This is an optimization exercise on Yosys and OpenROAD, whose aim is small area, a short achievable clock period and few clock cycles per item, not a production implementation. Where RTL was checked, it was by simulation tests only, not by an equivalence proof against the original. Power is estimated from default activity; no workload was simulated.

v6:
Design array, start of the top module:
module array #(
    parameter W = 8
)(
    input  wire clk,
    input  wire rst,
    input  wire start,
    input  wire signed [3*W-1:0] a,
    input  wire signed [3*W-1:0] b,
    output wire signed [9*2*W-1:0] result,
    output reg  result_valid
);
Size: about 150 flip-flops, about 200 I/O pins, about 0.022 sq mm of cells after synthesis.
Settings: LEC_CHECK=0, CAP_MARGIN=20, CORE_MARGIN=2, CORE_UTILIZATION=40, CTS_BUF_LIST=sky130_fd_sc_hd__clkbuf_4 sky130_fd_sc_hd__clkbuf_8, SETUP_SLACK_MARGIN=1.85, SLEW_MARGIN=20, SYNTH_HIERARCHICAL=1, SYNTH_MINIMUM_KEEP_SIZE=0; clock period 6.5 ns.
standard.sh (not shown) runs the stock make flow with config.mk's settings and CLKGATE_MAP_FILE= SYNTH_SCRIPT=/design/flow/synth_recipe.tcl, a recipe that flattens the netlist after the stock synthesis.
==> flow/flow/run.sh <==
#!/bin/bash
# The standard layout (the standard.sh, standard synthesis unchanged), with
# the port buffers that ORFS inserts before global placement made of the
# smallest plain buffer instead of ORFS's default choice; repair steps resize
# them where timing needs it.
set -euo pipefail
bash standard.sh "BUFFER_PORTS_ARGS=-buffer_cell sky130_fd_sc_hd__buf_1" finish > standard.log 2>&1
Setup changes, v6 to v7
diff --git a/flow/design.v b/flow/design.v
--- a/flow/design.v
+++ b/flow/design.v
@@ -115,27 +115,27 @@
     fa_cell u15 (.x(c2), .y(s5), .z(c3), .s(s15), .co(c15));
     wire s16, c16;
     fa_cell u16 (.x(c4), .y(s7), .z(c5), .s(s16), .co(c16));
     wire s17, c17;
     fa_cell u17 (.x(c6), .y(c7), .z(pp_3_3), .s(s17), .co(c17));
     wire s18, c18;
     fa_cell u18 (.x(s9), .y(pp_3_4), .z(pp_2_6), .s(s18), .co(c18));
     wire s19, c19;
     fa_cell u19 (.x(pp_3_5), .y(pp_2_7), .z(acc_11), .s(s19), .co(c19));
     wire s20, c20;
     ha_cell u20 (.x(pp_2_8), .y(acc_12), .s(s20), .co(c20));
     wire s21, c21;
-    ha_cell u21 (.x(neg[0]), .y(acc_0), .s(s21), .co(c21));
+    fa_cell u21 (.x(pp_0_0), .y(neg[0]), .z(acc_0), .s(s21), .co(c21));
     wire s22, c22;
-    ha_cell u22 (.x(pp_0_1), .y(acc_1), .s(s22), .co(c22));
+    fa_cell u22 (.x(c21), .y(pp_0_1), .z(acc_1), .s(s22), .co(c22));
     wire s23, c23;
     fa_cell u23 (.x(pp_1_0), .y(pp_0_2), .z(s10), .s(s23), .co(c23));
     wire s24, c24;
     fa_cell u24 (.x(s11), .y(pp_1_1), .z(c10), .s(s24), .co(c24));
     wire s25, c25;
     fa_cell u25 (.x(s12), .y(c11), .z(pp_2_0), .s(s25), .co(c25));
     wire s26, c26;
     fa_cell u26 (.x(s13), .y(c12), .z(s1), .s(s26), .co(c26));
     wire s27, c27;
     fa_cell u27 (.x(s14), .y(s2), .z(c13), .s(s27), .co(c27));
     wire s28, c28;
     fa_cell u28 (.x(s15), .y(c14), .z(s4), .s(s28), .co(c28));
@@ -144,26 +144,26 @@
     wire s30, c30;
     fa_cell u30 (.x(s17), .y(c16), .z(s8), .s(s30), .co(c30));
     wire s31, c31;
     fa_cell u31 (.x(c17), .y(s18), .z(c8), .s(s31), .co(c31));
     wire s32, c32;
     fa_cell u32 (.x(c18), .y(s19), .z(c9), .s(s32), .co(c32));
     wire s33, c33;
     fa_cell u33 (.x(c19), .y(s20), .z(pp_3_6), .s(s33), .co(c33));
     wire s34, c34;
     fa_cell u34 (.x(c20), .y(pp_3_7), .z(acc_13), .s(s34), .co(c34));
     wire s35, c35;
     ha_cell u35 (.x(pp_3_8), .y(acc_14), .s(s35), .co(c35));
-    wire [15:0] row0 = {acc_15, s35, s34, s33, s32, s31, s30, s29, s28, s27, s26, s25, s24, s23, s22, pp_0_0};
-    wire [15:0] row1 = {c35, c34, c33, c32, c31, c30, c29, c28, c27, c26, c25, c24, c23, c22, c21, s21};
+    wire [15:0] row0 = {acc_15, s35, s34, s33, s32, s31, s30, s29, s28, s27, s26, s25, s24, s23, s22, s21};
+    wire [15:0] row1 = {c35, c34, c33, c32, c31, c30, c29, c28, c27, c26, c25, c24, c23, c22, 1'b0, 1'b0};
     always @(posedge clk)
         product <= row0 + row1;
 endmodule
 module fa_cell (input wire x, input wire y, input wire z, output wire s, output wire co);
     assign s  = x ^ y ^ z;
     assign co = (x & y) | (x & z) | (y & z);
 endmodule
 module ha_cell (input wire x, input wire y, output wire s, output wire co);
     assign s  = x ^ y;
     assign co = x & y;
 endmodule
 module xfa_cell (input wire x, input wire y, input wire z, output wire s, output wire co);
==> notes.md <==
From v6 to v7 the numbers moved as follows: post-placement cell count lower; worst slew margin relative to its limit saw a decrease; instance count on the critical path saw a decrease; number of signal-net buffers in the layout climbed about 1.7%; sequential cell area share went up 0.22 points.
Testbench counts of v7, summed over its fixed seeds: cycles 14,408, items 4,800.
Function not checked in v6: the RTL went through the layout flow alone.

* * *

job 9166:
The RTL this note starts from:
==> flow/design.v <==
`timescale 1ns / 1ps
module booth_enc #(
    parameter W = 8
)(
    input  wire [W-1:0]   b,
    output wire [W/2-1:0] one,
    output wire [W/2-1:0] two,
    output wire [W/2-1:0] neg
);
    wire [W:0] bx = {b, 1'b0};
    genvar i;
    generate
        for (i = 0; i < W/2; i = i + 1) begin : dig
            assign one[i] = bx[2*i+1] ^ bx[2*i];
            assign two[i] = (bx[2*i+2] & ~bx[2*i+1] & ~bx[2*i]) |
                            (~bx[2*i+2] & bx[2*i+1] & bx[2*i]);
            assign neg[i] = bx[2*i+2];
        end
    endgenerate
endmodule
module mac_pe_8_bit #(
    parameter W = 8
)(
    input  wire clk,
    input  wire clear,
    input  wire [W-1:0] a,
    input  wire [W/2-1:0] one,
    input  wire [W/2-1:0] two,
    input  wire [W/2-1:0] neg,
    output reg  [2*W-1:0] product
);
    wire pp_0_0 = ((one[0] & a[0])) ^ neg[0];
    wire pp_0_1 = ((one[0] & a[1]) | (two[0] & a[0])) ^ neg[0];
    wire pp_0_2 = ((one[0] & a[2]) | (two[0] & a[1])) ^ neg[0];
    wire pp_0_3 = ((one[0] & a[3]) | (two[0] & a[2])) ^ neg[0];
    wire pp_0_4 = ((one[0] & a[4]) | (two[0] & a[3])) ^ neg[0];
    wire pp_0_5 = ((one[0] & a[5]) | (two[0] & a[4])) ^ neg[0];
    wire pp_0_6 = ((one[0] & a[6]) | (two[0] & a[5])) ^ neg[0];
    wire pp_0_7 = ((one[0] & a[7]) | (two[0] & a[6])) ^ neg[0];
    wire pp_0_8 = ~(((one[0] & a[7]) | (two[0] & a[7])) ^ neg[0]);
    wire pp_1_0 = ((one[1] & a[0])) ^ neg[1];
    wire pp_1_1 = ((one[1] & a[1]) | (two[1] & a[0])) ^ neg[1];
    wire pp_1_2 = ((one[1] & a[2]) | (two[1] & a[1])) ^ neg[1];
    wire pp_1_3 = ((one[1] & a[3]) | (two[1] & a[2])) ^ neg[1];
    wire pp_1_4 = ((one[1] & a[4]) | (two[1] & a[3])) ^ neg[1];
    wire pp_1_5 = ((one[1] & a[5]) | (two[1] & a[4])) ^ neg[1];
    wire pp_1_6 = ((one[1] & a[6]) | (two[1] & a[5])) ^ neg[1];
    wire pp_1_7 = ((one[1] & a[7]) | (two[1] & a[6])) ^ neg[1];
    wire pp_1_8 = ~(((one[1] & a[7]) | (two[1] & a[7])) ^ neg[1]);
    wire pp_2_0 = ((one[2] & a[0])) ^ neg[2];
    wire pp_2_1 = ((one[2] & a[1]) | (two[2] & a[0])) ^ neg[2];
    wire pp_2_2 = ((one[2] & a[2]) | (two[2] & a[1])) ^ neg[2];
    wire pp_2_3 = ((one[2] & a[3]) | (two[2] & a[2])) ^ neg[2];
    wire pp_2_4 = ((one[2] & a[4]) | (two[2] & a[3])) ^ neg[2];
    wire pp_2_5 = ((one[2] & a[5]) | (two[2] & a[4])) ^ neg[2];
    wire pp_2_6 = ((one[2] & a[6]) | (two[2] & a[5])) ^ neg[2];
    wire pp_2_7 = ((one[2] & a[7]) | (two[2] & a[6])) ^ neg[2];
    wire pp_2_8 = ~(((one[2] & a[7]) | (two[2] & a[7])) ^ neg[2]);
    wire pp_3_0 = ((one[3] & a[0])) ^ neg[3];
    wire pp_3_1 = ((one[3] & a[1]) | (two[3] & a[0])) ^ neg[3];
    wire pp_3_2 = ((one[3] & a[2]) | (two[3] & a[1])) ^ neg[3];
    wire pp_3_3 = ((one[3] & a[3]) | (two[3] & a[2])) ^ neg[3];
    wire pp_3_4 = ((one[3] & a[4]) | (two[3] & a[3])) ^ neg[3];
    wire pp_3_5 = ((one[3] & a[5]) | (two[3] & a[4])) ^ neg[3];
    wire pp_3_6 = ((one[3] & a[6]) | (two[3] & a[5])) ^ neg[3];
    wire pp_3_7 = ((one[3] & a[7]) | (two[3] & a[6])) ^ neg[3];
    wire pp_3_8 = ~(((one[3] & a[7]) | (two[3] & a[7])) ^ neg[3]);
    wire acc_0 = ~clear & product[0];
    wire acc_1 = ~clear & product[1];
    wire acc_2 = ~clear & product[2];
    wire acc_3 = ~clear & product[3];
    wire acc_4 = ~clear & product[4];
    wire acc_5 = ~clear & product[5];
    wire acc_6 = ~clear & product[6];
    wire acc_7 = ~clear & product[7];
    wire acc_8 = clear | product[8];
    wire acc_9 = ~clear & product[9];
    wire acc_10 = ~clear & product[10];
    wire acc_11 = ~clear & product[11];
    wire acc_12 = ~clear & product[12];
    wire acc_13 = ~clear & product[13];
    wire acc_14 = ~clear & product[14];
    wire acc_15 = ~clear & product[15];
    wire s0, c0;
    ha_cell u1 (.x(pp_0_4), .y(pp_1_2), .s(s0), .co(c0));
    wire s1, c1;
    ha_cell u2 (.x(pp_0_5), .y(pp_1_3), .s(s1), .co(c1));
    wire s2, c2;
    fa_cell u3 (.x(pp_0_6), .y(pp_1_4), .z(pp_2_2), .s(s2), .co(c2));
    wire s3, c3;
    ha_cell u4 (.x(pp_3_0), .y(neg[3]), .s(s3), .co(c3));
    wire s4, c4;
    fa_cell u5 (.x(pp_0_7), .y(pp_1_5), .z(pp_2_3), .s(s4), .co(c4));
    wire s5, c5;
    ha_cell u6 (.x(pp_3_1), .y(acc_7), .s(s5), .co(c5));
    wire s6, c6;
    fa_cell u7 (.x(pp_0_8), .y(pp_1_6), .z(pp_2_4), .s(s6), .co(c6));
    wire s7, c7;
    ha_cell u8 (.x(pp_3_2), .y(acc_8), .s(s7), .co(c7));
    wire s8, c8;
    fa_cell u9 (.x(pp_1_7), .y(pp_2_5), .z(pp_3_3), .s(s8), .co(c8));
    wire s9, c9;
    ha_cell u10 (.x(pp_1_8), .y(pp_2_6), .s(s9), .co(c9));
    wire s10, c10;
    ha_cell u11 (.x(pp_0_2), .y(pp_1_0), .s(s10), .co(c10));
    wire s11, c11;
    ha_cell u12 (.x(pp_0_3), .y(pp_1_1), .s(s11), .co(c11));
    wire s12, c12;
    fa_cell u13 (.x(pp_2_0), .y(neg[2]), .z(acc_4), .s(s12), .co(c12));
    wire s13, c13;
    fa_cell u14 (.x(pp_2_1), .y(acc_5), .z(s1), .s(s13), .co(c13));
    wire s14, c14;
    fa_cell u15 (.x(acc_6), .y(s2), .z(s3), .s(s14), .co(c14));
    wire s15, c15;
    fa_cell u16 (.x(s4), .y(s5), .z(c2), .s(s15), .co(c15));
    wire s16, c16;
    fa_cell u17 (.x(s6), .y(s7), .z(c4), .s(s16), .co(c16));
    wire s17, c17;
    fa_cell u18 (.x(acc_9), .y(s8), .z(c6), .s(s17), .co(c17));
    wire s18, c18;
    fa_cell u19 (.x(pp_3_4), .y(acc_10), .z(s9), .s(s18), .co(c18));
    wire s19, c19;
    fa_cell u20 (.x(pp_2_7), .y(pp_3_5), .z(acc_11), .s(s19), .co(c19));
    wire s20, c20;
    ha_cell u21 (.x(pp_2_8), .y(pp_3_6), .s(s20), .co(c20));
    wire s21, c21;
    ha_cell u22 (.x(pp_0_0), .y(neg[0]), .s(s21), .co(c21));
    wire s22, c22;
    ha_cell u23 (.x(pp_0_1), .y(acc_1), .s(s22), .co(c22));
    wire s23, c23;
    fa_cell u24 (.x(neg[1]), .y(acc_2), .z(s10), .s(s23), .co(c23));
    wire s24, c24;
    fa_cell u25 (.x(acc_3), .y(s11), .z(c10), .s(s24), .co(c24));
    wire s25, c25;
    fa_cell u26 (.x(s0), .y(s12), .z(c11), .s(s25), .co(c25));
    wire s26, c26;
    fa_cell u27 (.x(c0), .y(s13), .z(c12), .s(s26), .co(c26));
    wire s27, c27;
    fa_cell u28 (.x(c1), .y(s14), .z(c13), .s(s27), .co(c27));
    wire s28, c28;
    fa_cell u29 (.x(c3), .y(s15), .z(c14), .s(s28), .co(c28));
    wire s29, c29;
    fa_cell u30 (.x(c5), .y(s16), .z(c15), .s(s29), .co(c29));
    wire s30, c30;
    fa_cell u31 (.x(c7), .y(s17), .z(c16), .s(s30), .co(c30));
    wire s31, c31;
    fa_cell u32 (.x(c8), .y(s18), .z(c17), .s(s31), .co(c31));
    wire s32, c32;
    fa_cell u33 (.x(c9), .y(s19), .z(c18), .s(s32), .co(c32));
    wire s33, c33;
    fa_cell u34 (.x(acc_12), .y(s20), .z(c19), .s(s33), .co(c33));
    wire s34, c34;
    fa_cell u35 (.x(pp_3_7), .y(acc_13), .z(c20), .s(s34), .co(c34));
    wire s35, c35;
    ha_cell u36 (.x(pp_3_8), .y(acc_14), .s(s35), .co(c35));
    wire [15:0] row0 = {acc_15, s35, s34, s33, s32, s31, s30, s29, s28, s27, s26, s25, s24, s23, s22, acc_0};
    wire [15:0] row1 = {c35, c34, c33, c32, c31, c30, c29, c28, c27, c26, c25, c24, c23, c22, c21, s21};
    always @(posedge clk)
        product <= row0 + row1;
endmodule
module fa_cell (input wire x, input wire y, input wire z, output wire s, output wire co);
    assign s  = x ^ y ^ z;
    assign co = (x & y) | (x & z) | (y & z);
endmodule
module ha_cell (input wire x, input wire y, output wire s, output wire co);
    assign s  = x ^ y;
    assign co = x & y;
endmodule
`timescale 1ns / 1ps
module array #(
    parameter W = 8
)(
    input  wire clk,
    input  wire rst,
    input  wire start,
    input  wire signed [3*W-1:0] a,
    input  wire signed [3*W-1:0] b,
    output wire signed [9*2*W-1:0] result,
    output reg  result_valid
);
    reg beat1, beat2;
    reg accumulate;
    always @(posedge clk) begin
        if (rst) begin
            beat1        <= 1'b0;
            beat2        <= 1'b0;
            accumulate   <= 1'b0;
            result_valid <= 1'b0;
        end else begin
            beat1        <= start;
            beat2        <= beat1;
            accumulate   <= start | beat1;
            result_valid <= beat2;
        end
    end
    genvar i, j;
    generate
        for (i = 0; i < 3; i = i + 1) begin : row
            for (j = 0; j < 3; j = j + 1) begin : col
                wire [W/2-1:0] one, two, neg;
                booth_enc #(.W(W)) E (
                    .b  (b[j*W +: W]),
                    .one(one),
                    .two(two),
                    .neg(neg)
                );
                mac_pe_8_bit PE (
                    .clk    (clk),
                    .clear  (~accumulate),
                    .a      (a[i*W +: W]),
                    .one    (one),
                    .two    (two),
                    .neg    (neg),
                    .product(result[(i*3 + j)*2*W +: 2*W])
                );
            end
        end
    endgenerate
endmodule
==> flow/config.mk <==
export PLATFORM = sky130hd
export DESIGN_NAME = array
export DESIGN_NICKNAME = array
export VERILOG_FILES = /design/flow/design.v
export SDC_FILE = /design/flow/constraint.sdc
export NUM_CORES = 4
export LEC_CHECK = 0
export CAP_MARGIN = 20
export CORE_MARGIN = 2
export CORE_UTILIZATION = 40
export CTS_BUF_LIST = sky130_fd_sc_hd__clkbuf_4 sky130_fd_sc_hd__clkbuf_8
export SETUP_SLACK_MARGIN = 1.75
export SLEW_MARGIN = 20
export SYNTH_HIERARCHICAL = 1
export SYNTH_MINIMUM_KEEP_SIZE = 0
==> flow/constraint.sdc <==
create_clock -name core_clock -period 6.5 [get_ports {clk}]
set_input_delay 1.3000 -clock core_clock [delete_from_list [all_inputs] [get_ports {clk}]]
set_output_delay 1.3000 -clock core_clock [all_outputs]
set_load 0.01 [all_outputs]
Scripts as last shown in full above: flow/flow/run.sh
Changes in job 2215 relative to job 9166:
diff --git a/flow/design.v b/flow/design.v
--- a/flow/design.v
+++ b/flow/design.v
@@ -193,26 +193,28 @@
             result_valid <= beat2;
         end
     end
     genvar i, j;
     generate
+        for (j = 0; j < 3; j = j + 1) begin : enc
+            wire [W/2-1:0] one, two, neg;
+            booth_enc #(.W(W)) E (
+                .b  (b[j*W +: W]),
+                .one(one),
+                .two(two),
+                .neg(neg)
+            );
+        end
         for (i = 0; i < 3; i = i + 1) begin : row
             for (j = 0; j < 3; j = j + 1) begin : col
-                wire [W/2-1:0] one, two, neg;
-                booth_enc #(.W(W)) E (
-                    .b  (b[j*W +: W]),
-                    .one(one),
-                    .two(two),
-                    .neg(neg)
-                );
                 mac_pe_8_bit PE (
                     .clk    (clk),
                     .clear  (~accumulate),
                     .a      (a[i*W +: W]),
-                    .one    (one),
-                    .two    (two),
-                    .neg    (neg),
+                    .one    (enc[j].one),
+                    .two    (enc[j].two),
+                    .neg    (enc[j].neg),
                     .product(result[(i*3 + j)*2*W +: 2*W])
                 );
             end
         end
     endgenerate
==> notes.md <==
No stage failed in job 2215, and the final checks on the layout all came back clean. Looking only at synthesized cell count, and setting everything else aside, the higher value of job 9166 and job 2215 goes to job 9166. From job 9166 to job 2215 the numbers moved as follows: post-route clock period utilization rose 0.34 points; sequential share of layout area picked up an extra 0.32 points; wire length increased by 4.6 mm relative to the old numbers. The power share of the combinational group in job 2215 sits 0.7 points above the value recorded for job 9166.
Testbench counts of job 2215, summed over its fixed seeds: cycles 14,408, items 4,800.
No functional check of the RTL was part of job 9166.

[port drivers added, routing unchanged]
How much do the figures lean on ideal ports? The routed layouts below were timed once more, with nothing changed but the port constraints.
Step 1 sets driving cells, clkbuf_16 on the clock port and buf_2 on the other inputs (assumed; they add their load-dependent delay and slew).
Step 2 moves the port delays by t, midway between the first and last clock arrival at a register: inputs arrive t later, outputs are due t later. That takes back most of the time a late clock gives input paths.
Three values: no drivers, after step 1, after step 2; two values: the first two.
| run | t (ns) | setup WS [ns] | hold WS [ns] |
|---|---|---|---|
| v6 | 0.625 | 1.953 / 1.973 / 1.348 | 0.446 / 0.446 / 0.446 |
| v7 | 0.625 | 1.946 / 1.972 / 1.347 | 0.456 / 0.456 / 0.456 |
| job 9166 | 0.623 | 1.838 / 1.838 / 1.215 | 0.445 / 0.445 / 0.445 |
| job 2215 | 0.623 | 1.816 / 1.842 / 1.219 | 0.451 / 0.451 / 0.451 |
After both steps every run listed still meets setup and hold. The setup slack of job 9166, which loses most, moves by 0.000 ns with the drivers and by -0.623 ns with both steps.
